What follows belongs to an exercise in optimizing a design on an open flow for small area and a short achievable clock period; a production flow would make more cautious choices.
RTL that was checked went through simulation tests only; none was proved equivalent to the original.
Power and IR drop assume default switching activity.

==> flow/design.v <==
`timescale 1ns / 1ps
module MicroUAZ8Bits2020V02(
    input Clk,
    input Rst,
    input [8:0] i_Instruction,
    input [7:0] i_Dato_Bus,
    output [7:0] o_Addres_Instruction_Bus,
    output [7:0] o_DataOut_Bus,
    output [7:0] o_Addres_Data_Bus,
    output RW
    );
    wire [2:0] op = i_Instruction[8:6];
    wire [2:0] a  = i_Instruction[5:3];
    wire [2:0] b  = i_Instruction[2:0];
    reg [7:0] R [0:7];
    reg [7:0] PC;
    reg C;
    reg fl, Zs, Ns;
    wire [7:0] Ra = R[a];
    wire [7:0] Rb = R[b];
    wire [7:0] R0 = R[0];
    wire Z = fl ? (R0 == 8'd0) & ~C : Zs;
    wire N = fl ? R0[7] : Ns;
    assign RW = ~op[2] & op[1];
    assign o_Addres_Data_Bus = op[1] ? Ra : Rb;
    wire [7:0] rbi = (op[0] | op[2]) ? Rb : {5'b0, b};
    assign o_DataOut_Bus = rbi;
    assign o_Addres_Instruction_Bus = PC;
    wire sub = b[0];
    wire [7:0] xs = R0 ^ {8{sub}};
    wire [7:0] g0 = xs & Ra;
    wire [7:0] p0 = xs ^ Ra;
    wire [7:0] g1, p1, g2, p2, g3;
    genvar q;
    generate
        for (q = 0; q < 8; q = q + 1) begin : pf
            if (q % 2 == 1) begin : l1a
                assign g1[q] = g0[q] | (p0[q] & g0[q-1]);
                assign p1[q] = p0[q] & p0[q-1];
            end else begin : l1b
                assign g1[q] = g0[q];
                assign p1[q] = p0[q];
            end
            if (q % 4 >= 2) begin : l2a
                assign g2[q] = g1[q] | (p1[q] & g1[(q/4)*4+1]);
                assign p2[q] = p1[q] & p1[(q/4)*4+1];
            end else begin : l2b
                assign g2[q] = g1[q];
                assign p2[q] = p1[q];
            end
            if (q >= 4) begin : l3a
                assign g3[q] = g2[q] | (p2[q] & g2[3]);
            end else begin : l3b
                assign g3[q] = g2[q];
            end
        end
    endgenerate
    wire [7:0] cin = {g3[6:0], 1'b0};
    wire [8:0] addsub = {g3[7], (R0 ^ Ra) ^ cin};
    wire left = ~b[0];
    wire [8:0] v = left ? {R0[0], R0[1], R0[2], R0[3], R0[4], R0[5], R0[6], R0[7], 1'b0}
                        : {1'b0, R0};
    wire [8:0] vs = v >> Ra;
    wire [8:0] sh = left ? {vs[0], vs[1], vs[2], vs[3], vs[4], vs[5], vs[6], vs[7], vs[8]} : vs;
    reg [3:0] tt;
    always @* begin
        case (b[1:0])
            2'd0: tt = 4'b0011;    
            2'd1: tt = 4'b1000;    
            2'd2: tt = 4'b1110;    
            default: tt = 4'b0110;  
        endcase
    end
    wire [7:0] lg;
    genvar k;
    generate
        for (k = 0; k < 8; k = k + 1) begin : lgb
            assign lg[k] = tt[{R0[k], Ra[k]}];
        end
    endgenerate
    wire [8:0] res = b[2] ? {b[1:0] == 2'd0, lg} : (b[1] ? sh : addsub);
    wire is_math = op == 3'b101;
    wire is_jump = op == 3'b110;
    wire link    = is_jump & (b == 3'd1);
    wire wa = (op[2:1] == 2'b00) | (op == 3'b100);
    wire [7:0] wd = (op[0] & ~op[2]) ? i_Dato_Bus : rbi;
    reg taken;
    always @* begin
        case (b)
            3'd0, 3'd1: taken = 1'b1;
            3'd2: taken = Z;
            3'd3: taken = ~Z;
            3'd4: taken = N;
            3'd5: taken = ~N;
            3'd6: taken = C;
            default: taken = ~C;
        endcase
    end
    integer i;
    always @(posedge Clk, posedge Rst) begin
        if (Rst) begin
            for (i = 0; i < 8; i = i + 1) R[i] <= 8'd0;
            PC <= 8'd0;
            C <= 1'b0; fl <= 1'b0; Zs <= 1'b0; Ns <= 1'b0;
        end else begin
            for (i = 1; i < 7; i = i + 1)
                if (wa && a == i) R[i] <= wd;
            if (is_math) R[0] <= res[7:0];
            else if (wa && a == 3'd0) R[0] <= wd;
            if (link) R[7] <= PC;
            else if (wa && a == 3'd7) R[7] <= wd;
            PC <= (is_jump & taken) ? Ra : PC + 8'd1;
            if (is_math) begin
                C <= res[8];
                fl <= 1'b1;
            end else if (wa && a == 3'd0) begin
                fl <= 1'b0;
                Zs <= Z;
                Ns <= N;
            end
        end
    end
endmodule
clock: 6.0 ns
lec_check: 0
cap_margin: 20
core_margin: 2
core_utilization: 55
cts_buf_list: sky130_fd_sc_hd__clkbuf_8
cts_cluster_size: 25
setup_slack_margin: 2.5
slew_margin: 20
tns_end_percent: 0
standard.sh (not shown) runs the stock make flow with config.mk's settings and CLKGATE_MAP_FILE= SYNTH_SCRIPT=/design/flow/synth_recipe.tcl, a recipe that flattens the netlist after the stock synthesis.
==> flow/flow/run.sh <==
#!/bin/bash
# Own layout flow: the standard ORFS flow (standard.sh), with the
# changes set in flow/opts.sh:
#  - MY_ABC_SCRIPT: ABC script for synthesis's mapping (via my_synth.tcl,
#    which sources synth_recipe.tcl unchanged and only swaps abc's script);
#  - EXTRA: further make variables (port buffer cell, adder mapping, ...).
# Each tool's output stays in orfs/logs/; make's own output in run_make.log.
set -euo pipefail
W=$(pwd)
export FLOW_WORK=$W
EXTRA=()
source $W/flow/opts.sh
bash standard.sh SYNTH_SCRIPT=$W/flow/my_synth.tcl "${EXTRA[@]}" finish > $W/run_make.log 2>&1
==> flow/flow/abc.script <==
&get -n
&st
&dch -f
&nf -R 1000
&put
==> flow/flow/my_synth.tcl <==
# The standard synthesis (synth_recipe.tcl, sourced unchanged) with one
# change: Yosys's abc pass runs the ABC script named by MY_ABC_SCRIPT in
# place of ORFS's abc_speed script, and keeps abc from the cells named in
# MY_ABC_DONT_USE, if set.
proc abc {args} {
  set i [lsearch -exact $args -script]
  if { $i >= 0 && [info exists ::env(MY_ABC_SCRIPT)] } {
    lset args [expr { $i + 1 }] $::env(MY_ABC_SCRIPT)
  }
  if { [info exists ::env(MY_ABC_DONT_USE)] } {
    foreach c $::env(MY_ABC_DONT_USE) { lappend args -dont_use $c }
  }
  puts "my_synth: abc $args"
  yosys abc {*}$args
}
source $::env(FLOW_WORK)/synth_recipe.tcl
==> flow/flow/opts.sh <==
# options for run.sh
export MY_ABC_SCRIPT=$W/flow/abc.script
EXTRA=( "BUFFER_PORTS_ARGS=-buffer_cell sky130_fd_sc_hd__buf_1" "ADDER_MAP_FILE=" )
Then changed:
--- a/flow/design.v
+++ b/flow/design.v
@@ -27,36 +27,8 @@
     assign o_DataOut_Bus = rbi;
     assign o_Addres_Instruction_Bus = PC;
     wire sub = b[0];
-    wire [7:0] xs = R0 ^ {8{sub}};
-    wire [7:0] g0 = xs & Ra;
-    wire [7:0] p0 = xs ^ Ra;
-    wire [7:0] g1, p1, g2, p2, g3;
-    genvar q;
-    generate
-        for (q = 0; q < 8; q = q + 1) begin : pf
-            if (q % 2 == 1) begin : l1a
-                assign g1[q] = g0[q] | (p0[q] & g0[q-1]);
-                assign p1[q] = p0[q] & p0[q-1];
-            end else begin : l1b
-                assign g1[q] = g0[q];
-                assign p1[q] = p0[q];
-            end
-            if (q % 4 >= 2) begin : l2a
-                assign g2[q] = g1[q] | (p1[q] & g1[(q/4)*4+1]);
-                assign p2[q] = p1[q] & p1[(q/4)*4+1];
-            end else begin : l2b
-                assign g2[q] = g1[q];
-                assign p2[q] = p1[q];
-            end
-            if (q >= 4) begin : l3a
-                assign g3[q] = g2[q] | (p2[q] & g2[3]);
-            end else begin : l3b
-                assign g3[q] = g2[q];
-            end
-        end
-    endgenerate
-    wire [7:0] cin = {g3[6:0], 1'b0};
-    wire [8:0] addsub = {g3[7], (R0 ^ Ra) ^ cin};
+    wire [8:0] s = {1'b0, R0 ^ {8{sub}}} + {1'b0, Ra};
+    wire [8:0] addsub = {s[8], s[7:0] ^ {8{sub}}};
     wire left = ~b[0];
     wire [8:0] v = left ? {R0[0], R0[1], R0[2], R0[3], R0[4], R0[5], R0[6], R0[7], 1'b0}
                         : {1'b0, R0};
Power decreases by 10%.
Utilization decreases by 2.1 points.
Design area fell by 2.5%.
Cell count falls by 4.1%.
Sequential cell count is unchanged.
Only the layout flow was run in the first run of this note; the RTL was not checked for function there.

[static timing again, ports no longer ideal]
The results above use ideal ports. As a check the final layouts listed here were re-extracted and re-timed, cells and wires unchanged. Step 1 sets driving cells, clkbuf_16 on the clock port and buf_2 on the other inputs (assumed; they add their load-dependent delay and slew). Step 2 times the ports against the registers' clock, not the clock port: input delays grow and output delays shrink by t, the midpoint of the rising clock arrivals with the driver on. Slacks: no drivers / after step 1 / after step 2; pairs: no drivers / after step 1.
| run | t (ns) | setup slack, ns | worst setup path at the end | slew at the worst register clock pin (ns) |
|---|---|---|---|---|
| the first run | 0.393 | 1.884 / 1.824 / 1.584 | input to register | 0.09 / 0.09 |
| the second run | 0.387 | 2.020 / 1.945 / 1.640 | input to register | 0.09 / 0.09 |
After both steps every run listed still meets setup and hold. For the second run, which loses most, drivers alone change the setup slack by -0.075 ns; drivers and shift together by -0.380 ns.
